Source: an optimization exercise on an open RTL-to-GDS flow (aim: small area). Production flows keep margins and buffers that such runs may drop.
Function not checked in this run: the RTL went through the layout flow alone.

--- run.sh ---
#!/bin/bash
# synth_recipe.tcl (not shown) runs the flow's synth.tcl, then flattens the netlist and writes it again
# the make line also repeats each setting of config.mk as NAME=value (left out here)
make -C /OpenROAD-flow-scripts/flow DESIGN_CONFIG=/design/flow/config.mk WORK_HOME=/design/flow/orfs CLKGATE_MAP_FILE= SYNTH_SCRIPT=/design/flow/synth_recipe.tcl finish
--- config.mk ---
export PLATFORM = sky130hd
export DESIGN_NAME = cordic_pipeline_rtl
export DESIGN_NICKNAME = cordic_pipeline_rtl
export VERILOG_FILES = /design/flow/design.v
export SDC_FILE = /design/flow/constraint.sdc
export NUM_CORES = 4
export LEC_CHECK = 0
export CAP_MARGIN = 20
export CORE_MARGIN = 2
export CORE_UTILIZATION = 40
export SLEW_MARGIN = 20
--- constraint.sdc ---
create_clock -name core_clock -period 4.5 [get_ports {clock}]
set_input_delay 0.9000 -clock core_clock [delete_from_list [all_inputs] [get_ports {clock}]]
set_output_delay 0.9000 -clock core_clock [all_outputs]
set_load 0.01 [all_outputs]
--- design.v ---
module cordic_pipeline_rtl( clock, reset, ce, angle_in, sin_out, cos_out, valid_out );
input clock, reset, ce;
input signed [11:0] angle_in;
output signed [11:0] sin_out, cos_out;
output valid_out;
reg [3:0] valid_cnt;
always @(posedge clock)
  if (reset == 1'b0) valid_cnt <= 4'd15;
  else if (ce && valid_cnt != 4'd0) valid_cnt <= valid_cnt - 4'd1;
assign valid_out = (valid_cnt == 4'd0);
wire [10:0] d_1;
wire dd_2 = ~angle_in[11];
assign d_1[0] = dd_2;
wire signed [12:0] a_3 = 13'sd0 + (dd_2 ? 13'sd804 : -13'sd804);
wire dd_4 = ($signed(angle_in) >= a_3);
assign d_1[1] = dd_4;
wire signed [12:0] a_5 = a_3 + (dd_4 ? 13'sd475 : -13'sd475);
wire dd_6 = ($signed(angle_in) >= a_5);
assign d_1[2] = dd_6;
wire signed [12:0] a_7 = a_5 + (dd_6 ? 13'sd251 : -13'sd251);
wire dd_8 = ($signed(angle_in) >= a_7);
assign d_1[3] = dd_8;
wire signed [12:0] a_9 = a_7 + (dd_8 ? 13'sd127 : -13'sd127);
wire signed [13:0] z_10 = $signed(angle_in) - a_9 + 14'sd128;
wire [6:0] sv_11 = z_10[13] ? 7'd0 : (|z_10[12:8]) ? 7'd127 : z_10[7:1];
assign d_1[4] = sv_11[6];
assign d_1[5] = sv_11[5];
assign d_1[6] = sv_11[4];
assign d_1[7] = sv_11[3];
assign d_1[8] = sv_11[2];
assign d_1[9] = sv_11[1];
assign d_1[10] = sv_11[0];
reg [10:0] l1_d;
reg [10:0] l2_d;
reg [10:0] l3_d;
reg [10:0] l4_d;
reg [10:0] l5_d;
reg [10:0] l6_d;
reg [10:0] l7_d;
reg [10:0] l8_d;
reg [10:0] l9_d;
reg [10:0] l10_d;
reg [10:0] l11_d;
reg [10:0] l12_d;
reg signed [11:0] x_12, y_13;
always @* case (l12_d[3:0])
  4'd0: begin x_12 = 12'hfb0; y_13 = 12'h970; end
  4'd1: begin x_12 = 12'h690; y_13 = 12'hfb0; end
  4'd2: begin x_12 = 12'h510; y_13 = 12'hbd0; end
  4'd3: begin x_12 = 12'h430; y_13 = 12'h510; end
  4'd4: begin x_12 = 12'h2d0; y_13 = 12'ha10; end
  4'd5: begin x_12 = 12'h5f0; y_13 = 12'h2d0; end
  4'd6: begin x_12 = 12'h670; y_13 = 12'heb0; end
  4'd7: begin x_12 = 12'h150; y_13 = 12'h670; end
  4'd8: begin x_12 = 12'h150; y_13 = 12'h990; end
  4'd9: begin x_12 = 12'h670; y_13 = 12'h150; end
  4'd10: begin x_12 = 12'h5f0; y_13 = 12'hd30; end
  4'd11: begin x_12 = 12'h2d0; y_13 = 12'h5f0; end
  4'd12: begin x_12 = 12'h430; y_13 = 12'haf0; end
  4'd13: begin x_12 = 12'h510; y_13 = 12'h430; end
  4'd14: begin x_12 = 12'h690; y_13 = 12'h050; end
  4'd15: begin x_12 = 12'hfb0; y_13 = 12'h690; end
  default: begin x_12 = 12'h000; y_13 = 12'h000; end
endcase
wire signed [11:0] sy_x_14 = y_13 >>> 4;
wire signed [11:0] sx_x_14 = x_12 >>> 4;
wire [12:0] tx_16 = {x_12, l12_d[4]} + {sy_x_14 ^ {12{l12_d[4]}}, l12_d[4]};
wire [12:0] ty_17 = {y_13, ~l12_d[4]} + {sx_x_14 ^ {12{~l12_d[4]}}, ~l12_d[4]};
wire signed [11:0] x_14 = tx_16[12:1];
wire signed [11:0] y_15 = ty_17[12:1];
wire signed [11:0] sy_x_18 = y_15 >>> 5;
wire signed [11:0] sx_x_18 = x_14 >>> 5;
wire [12:0] tx_20 = {x_14, l12_d[5]} + {sy_x_18 ^ {12{l12_d[5]}}, l12_d[5]};
wire [12:0] ty_21 = {y_15, ~l12_d[5]} + {sx_x_18 ^ {12{~l12_d[5]}}, ~l12_d[5]};
wire signed [11:0] x_18 = tx_20[12:1];
wire signed [11:0] y_19 = ty_21[12:1];
wire signed [11:0] sy_x_22 = y_19 >>> 6;
wire signed [11:0] sx_x_22 = x_18 >>> 6;
wire [12:0] tx_24 = {x_18, l12_d[6]} + {sy_x_22 ^ {12{l12_d[6]}}, l12_d[6]};
wire [12:0] ty_25 = {y_19, ~l12_d[6]} + {sx_x_22 ^ {12{~l12_d[6]}}, ~l12_d[6]};
wire signed [11:0] x_22 = tx_24[12:1];
wire signed [11:0] y_23 = ty_25[12:1];
reg signed [11:0] l13_x;
reg signed [11:0] l13_y;
reg [10:7] l13_d;
wire [10:0] dw_26 = {l13_d, 7'd0};
wire signed [11:0] sy_x_27 = l13_y >>> 7;
wire signed [11:0] sx_x_27 = l13_x >>> 7;
wire [12:0] tx_29 = {l13_x, dw_26[7]} + {sy_x_27 ^ {12{dw_26[7]}}, dw_26[7]};
wire [12:0] ty_30 = {l13_y, ~dw_26[7]} + {sx_x_27 ^ {12{~dw_26[7]}}, ~dw_26[7]};
wire signed [11:0] x_27 = tx_29[12:1];
wire signed [11:0] y_28 = ty_30[12:1];
wire signed [11:0] sy_x_31 = y_28 >>> 8;
wire signed [11:0] sx_x_31 = x_27 >>> 8;
wire [12:0] tx_33 = {x_27, dw_26[8]} + {sy_x_31 ^ {12{dw_26[8]}}, dw_26[8]};
wire [12:0] ty_34 = {y_28, ~dw_26[8]} + {sx_x_31 ^ {12{~dw_26[8]}}, ~dw_26[8]};
wire signed [11:0] x_31 = tx_33[12:1];
wire signed [11:0] y_32 = ty_34[12:1];
wire signed [11:0] sy_x_35 = y_32 >>> 9;
wire signed [11:0] sx_x_35 = x_31 >>> 9;
wire [12:0] tx_37 = {x_31, dw_26[9]} + {sy_x_35 ^ {12{dw_26[9]}}, dw_26[9]};
wire [12:0] ty_38 = {y_32, ~dw_26[9]} + {sx_x_35 ^ {12{~dw_26[9]}}, ~dw_26[9]};
wire signed [11:0] x_35 = tx_37[12:1];
wire signed [11:0] y_36 = ty_38[12:1];
wire signed [11:0] sy_x_39 = y_36 >>> 10;
wire signed [11:0] sx_x_39 = x_35 >>> 10;
wire [12:0] tx_41 = {x_35, dw_26[10]} + {sy_x_39 ^ {12{dw_26[10]}}, dw_26[10]};
wire [12:0] ty_42 = {y_36, ~dw_26[10]} + {sx_x_39 ^ {12{~dw_26[10]}}, ~dw_26[10]};
wire signed [11:0] x_39 = tx_41[12:1];
wire signed [11:0] y_40 = ty_42[12:1];
reg signed [11:0] l14_x;
reg signed [11:0] l14_y;
wire signed [23:0] ex_43 = l14_x;
wire signed [23:0] px_44 = ex_43 - (ex_43<<<2) + (ex_43<<<4) - (ex_43<<<5) + (ex_43<<<7) + (ex_43<<<9);
wire signed [11:0] rx_45 = px_44[21:10];
wire signed [23:0] ey_46 = l14_y;
wire signed [23:0] py_47 = ey_46 - (ey_46<<<2) + (ey_46<<<4) - (ey_46<<<5) + (ey_46<<<7) + (ey_46<<<9);
wire signed [11:0] ry_48 = py_47[21:10];
reg signed [11:0] l15_c;
reg signed [11:0] l15_s;
assign cos_out = l15_c;
assign sin_out = l15_s;
always @(posedge clock)
  if (ce) begin
    l1_d <= d_1;
    l2_d <= l1_d;
    l3_d <= l2_d;
    l4_d <= l3_d;
    l5_d <= l4_d;
    l6_d <= l5_d;
    l7_d <= l6_d;
    l8_d <= l7_d;
    l9_d <= l8_d;
    l10_d <= l9_d;
    l11_d <= l10_d;
    l12_d <= l11_d;
    l13_x <= x_22;
    l13_y <= y_23;
    l13_d <= l12_d[10:7];
    l14_x <= x_39;
    l14_y <= y_40;
    l15_c <= rx_45;
    l15_s <= ry_48;
  end
endmodule
==> run notes <==
- The area enclosed by the die boundary is 51300 um^2.
- The effective utilization at floorplan is 0.4045.
- STA classifies the critical path endpoint as a register.
- The first routing iteration left 498 violations.
- The worst clock skew is 0.01820 ns.
- Synthesis produced a netlist whose cell count is 1841.
- The hold violation total from the final report is 0.
- At the placement stage, the worst setup path has a slack of -6.175 ns.
- STA puts the critical path data required time at 4.81 ns.
- For this run, design rule violations remaining after detail routing come to 0.
- The area fraction in and, or, nand and nor cells after synthesis is 0.08935.
- The worst max-slew margin expressed relative to the limit is 0.3436.
- The wire length of the first global-routing pass is 75980 um.
- The number of antenna violations at the first check in global routing came to 0.
- The endpoint of the most critical register-to-register path is l14_y[11].
- The cell taking the most area after synthesis is edfxtp_1.
- The net count of the finished layout is 2997.
- The clock passes through at most 3 buffers.
- The largest net degree at the start of global routing is 170.
- The flip-flop cell with the highest count after synthesis is edfxtp_1.
- The post-synthesis net count is 2250.
- Before antenna repair, the detailed router went through 6 iterations.
- In this run the core area contains 81 standard-cell rows.
- The worst-case setup margin in the final layout is -4.679 ns.
- The overall routing resource usage is 0.1795.
- The reg-to-reg startpoint is l13_d[7].
- The die width is 226.5 um.
- The worst hold slack is 0.4078 ns.
- The final clock period utilization by the worst path is 2.040.
- The data arrival at the endpoint of the critical path is 9.49 ns.
- Dividing the synthesized area by the synthesized cell count gives 10.76 um^2.
- After clock tree synthesis, the clock-pin slew on the worst setup and hold paths is 0.06 ns.
- In this run the remaining antenna-violating nets after routing total 0.
- The area growth from synthesis to layout is 50.87%.
- Along the worst path, the maximum fanout reaches 10.
- After detailed placement, the total cell area comes to 26000 um^2.
- For the worst-skew pair, the clock arrives at the later sink with an insertion delay of 0.57 ns.
- Setup repair after global routing could not meet its margin everywhere.
- After synthesis, the cell types taking the most area are edfxtp_1 32%, ha_1 19%, fa_1 8.8%.
- The path class of the tightest hold or removal check is reg2reg.
- The HPWL reported at the end of detailed placement is 34010 um.
- Of the total synthesized cell area, the portion taken by full adders, half adders and majority gates is 0.2819.
- Of the synthesized area, sequential elements account for 0.3336.
- The share of cell area taken by muxes after synthesis is 0.006761.
- CTS built an H-tree with a depth of 1.
- The final critical delay including setup and external delays is 9.179 ns.
- At the end of routability-driven placement, the weighted congestion stood at 0.8459.
- Once placement completed, the tool counted placed cells totaling 3075.
- The number of failing setup endpoints in the final timing report is 55.
- The clock sink count is 226.
- In this run the worst setup path begins at angle_in[11].
- The kind of start point of the critical path is an input pin.
- The ratio of routed vias to standard cells is 4.824.
- The total area inside the core boundary comes to 48950 um^2.
- The via count is 15.78k.
- The violated checks flagged are setup timing.
- The synthesized netlist occupies a cell area of 19800 um^2.
- The share of synthesized flip-flops with an asynchronous set or reset is 0.
- The synthesized-area fraction occupied by xor and xnor cells is 0.1129.
- The number of diodes added for antenna fixing is 0.
- The number of pins exceeding their max-slew limit in the final report is 0.
- In the final routed layout, each cell accounts on average for 13.99 um.
- The largest family of logic cells by synthesized area is adder cells.
- The filler-free cell count of the finished design is 3272.
- The reg-to-reg setup timing slack is -3.84 ns.
- The wire length after detailed routing is 45760 um.
- Counting cells, the worst reg-to-reg path comes to 42.
- In this run the vertical extent of the chip is 226.5 um.
- In this design, the critical path's most frequently occurring cell is buf_4.
- The run finished, with violations left.
- The terminating pin of the worst hold path is l8_d[4].
- The slowest stage of the critical path belongs to the cell fa_2.
- The share of Yosys cell area claimed by the top area cell type is 0.3154.
- The clock tree root buffer cell is clkbuf_16.
- In this run, synthesis produced a sequential element count of 226.
- The quantity of hold-fixing buffers added after cts is 0.
- The clock buffer count from CTS is 26.
- The type of the setup path with the least slack is in2reg.
- In the final layout, the share of cells above drive strength 1 is 0.4298.
- The via count of the first global-routing pass is 16.51k.
- The finished cells cover 29870 um^2.
- For this run, the number of Yosys warnings is 1.
- At the pin with the least slew margin, the transition time is 0.9846 ns.
- The beginning of the worst hold path is l7_d[4].
- The count of buffers inserted at the top-level ports is 39.
- The total overflow left after global routing is 0.
- The number of flops mapped to enable cells by yosys is 208.
- The tool flagged a number of max-cap violations equal to 0.
- The timing-limited maximum frequency is 0.1089 GHz.
- The CTS tree is done.
- The worst hold path passes through 0 cells.
- The largest single stage delay on the critical path is 0.52 ns.
- The number of top-level design ports is 40.
- The compound-cell area share of the yosys netlist is 0.1440.
- The synthesized netlist contains 84 unique library cells.
worst max-delay path, delay by kind of cell:
family,cells,cell delay (ns)
adder cells (fa/ha/maj),8,2.30
XOR/XNOR,1,0.16
AO/OA/AOI/OAI,23,3.38
AND/OR/NAND/NOR,5,0.87
buffers and inverters,16,1.83
Yosys cell counts, drive strengths merged (4+ instances only):
cell type  instances
clkbuf            10
nand4             10
o221ai             4
nor4               4
a21o              54
or3                8
nand2             75
edfxtp           208
o41ai              4
ha               307
o21bai            27
a2111oi            7
buf                8
a211oi            12
o21a              49
nor3              26
xnor2            177
a21oi            117
xor2              73
nor2             122
a31oi              4
nand2b            31
a21boi            19
mux2i             10
inv              144
and2               8
o21ai             87
or2               11
nand3             17
and3               8
a31o               4
a211o              4
o211ai            10
nor2b             29
fa                87
dfxtp             18
sequential cells by signal (all words and copies together), names as in the netlist:
register / cells
l13_y: 12
l4_d: 11
valid_cnt: 4
sy_x_14: 7
l13_x: 12
l5_d: 11
l3_d: 11
l10_d: 11
l2_d: 11
l8_d: 11
l15_s: 12
l12_d: 11
l1_d: 11
sx_x_14: 7
l9_d: 11
l6_d: 11
l11_d: 11
l14_y: 12
l14_x: 12
l13_d: 4
l15_c: 12
l7_d: 11
placed cells by master, fill, tap and decap left out, types with 22 or more instances in the layout:
master and count:
fa_1 83, buf_6 54, a21o_1 54, clkbuf_16 26
nor2_1 93, o21ai_0 23, buf_4 636, edfxtp_1 208
o21ai_1 29, xnor2_2 27, inv_1 128, xnor2_1 135
a21oi_1 43, a21oi_2 64, o21a_1 49, xor2_1 55
nand2b_1 29, nor3_1 22, o21ai_2 30, clkdlybuf4s50_1 33
nor2b_1 22, ha_1 249, nand2_1 66, o21bai_1 23
ha_4 48
through the flow:
stage	TNS, ns	utilization
after floorplan	-112.98	-
after global placement	-140.49	0.5312
after detailed placement	-146.20	0.5312
after CTS	-125.73	0.5933
after global routing	-144.10	0.6103
final	-125.67	0.6103
cell families after synthesis:
family,count (synthesis)
flip-flops,226
multiplexers,13
AO/OA/AOI/OAI,429
adder cells (fa/ha/maj),394
buffers and inverters,163
XOR/XNOR,252
AND/OR/NAND/NOR,364
timing repair:
item,CTS,global route
pin swaps,208,217
gates resized for setup,243,157
setup buffers,155,51
endpoints found under the setup margin,58,61
per-layer routing:
layer,global-route usage,up-vias,wire length (um)
met1,0.2166,7558,19930
li1,-,8063,-
met3,0.01840,60,806
met2,0.3377,103,24080
met5,0,-,0
met4,0.04796,0,944
final cells by class:
| cell class | instances | area [um^2] |
|---|---|---|
| timing repair buffer | 737 | 5926 |
| tap | 664 | 830.8 |
| clock inverter | 19 | 279.0 |
| fill | 3890 | 19080 |
| clock buffer | 29 | 661.9 |
| sequential | 226 | 6606 |
| inverter | 145 | 559.3 |
| multi-input combinational | 1452 | 15010 |
worst max path at each step:
stage / to / cells after the start
after floorplan: l1_d[10] / 53
after global placement: l1_d[6] / 53
after detailed placement: l1_d[4] / 54
after CTS: l1_d[4] / 57
after global routing: l1_d[4] / 59
final: l1_d[4] / 53

## separate check: timing with driven ports
Ports are ideal in the flow. The routed layout listed here was re-timed in OpenROAD.
Step 1 (the two cells are an assumption about what drives the block):
set clk [get_ports {clock}]
set_driving_cell -lib_cell sky130_fd_sc_hd__clkbuf_16 $clk
set_driving_cell -lib_cell sky130_fd_sc_hd__buf_2 [delete_from_list [all_inputs] $clk]
Step 2 moves the port delays by t, midway between the first and last clock arrival at a register: inputs arrive t later, outputs are due t later. That takes back most of the time a late clock gives input paths.
a / b / c = no drivers / after step 1 / after step 2; a / b = the first two.
shift t [ns]: 0.617
setup WS [ns]: -4.679 / -4.671 / -5.289
worst register clock-pin slew, ns: 0.07 / 0.07
For this run, drivers alone change the setup slack by +0.008 ns; drivers and shift together by -0.610 ns.
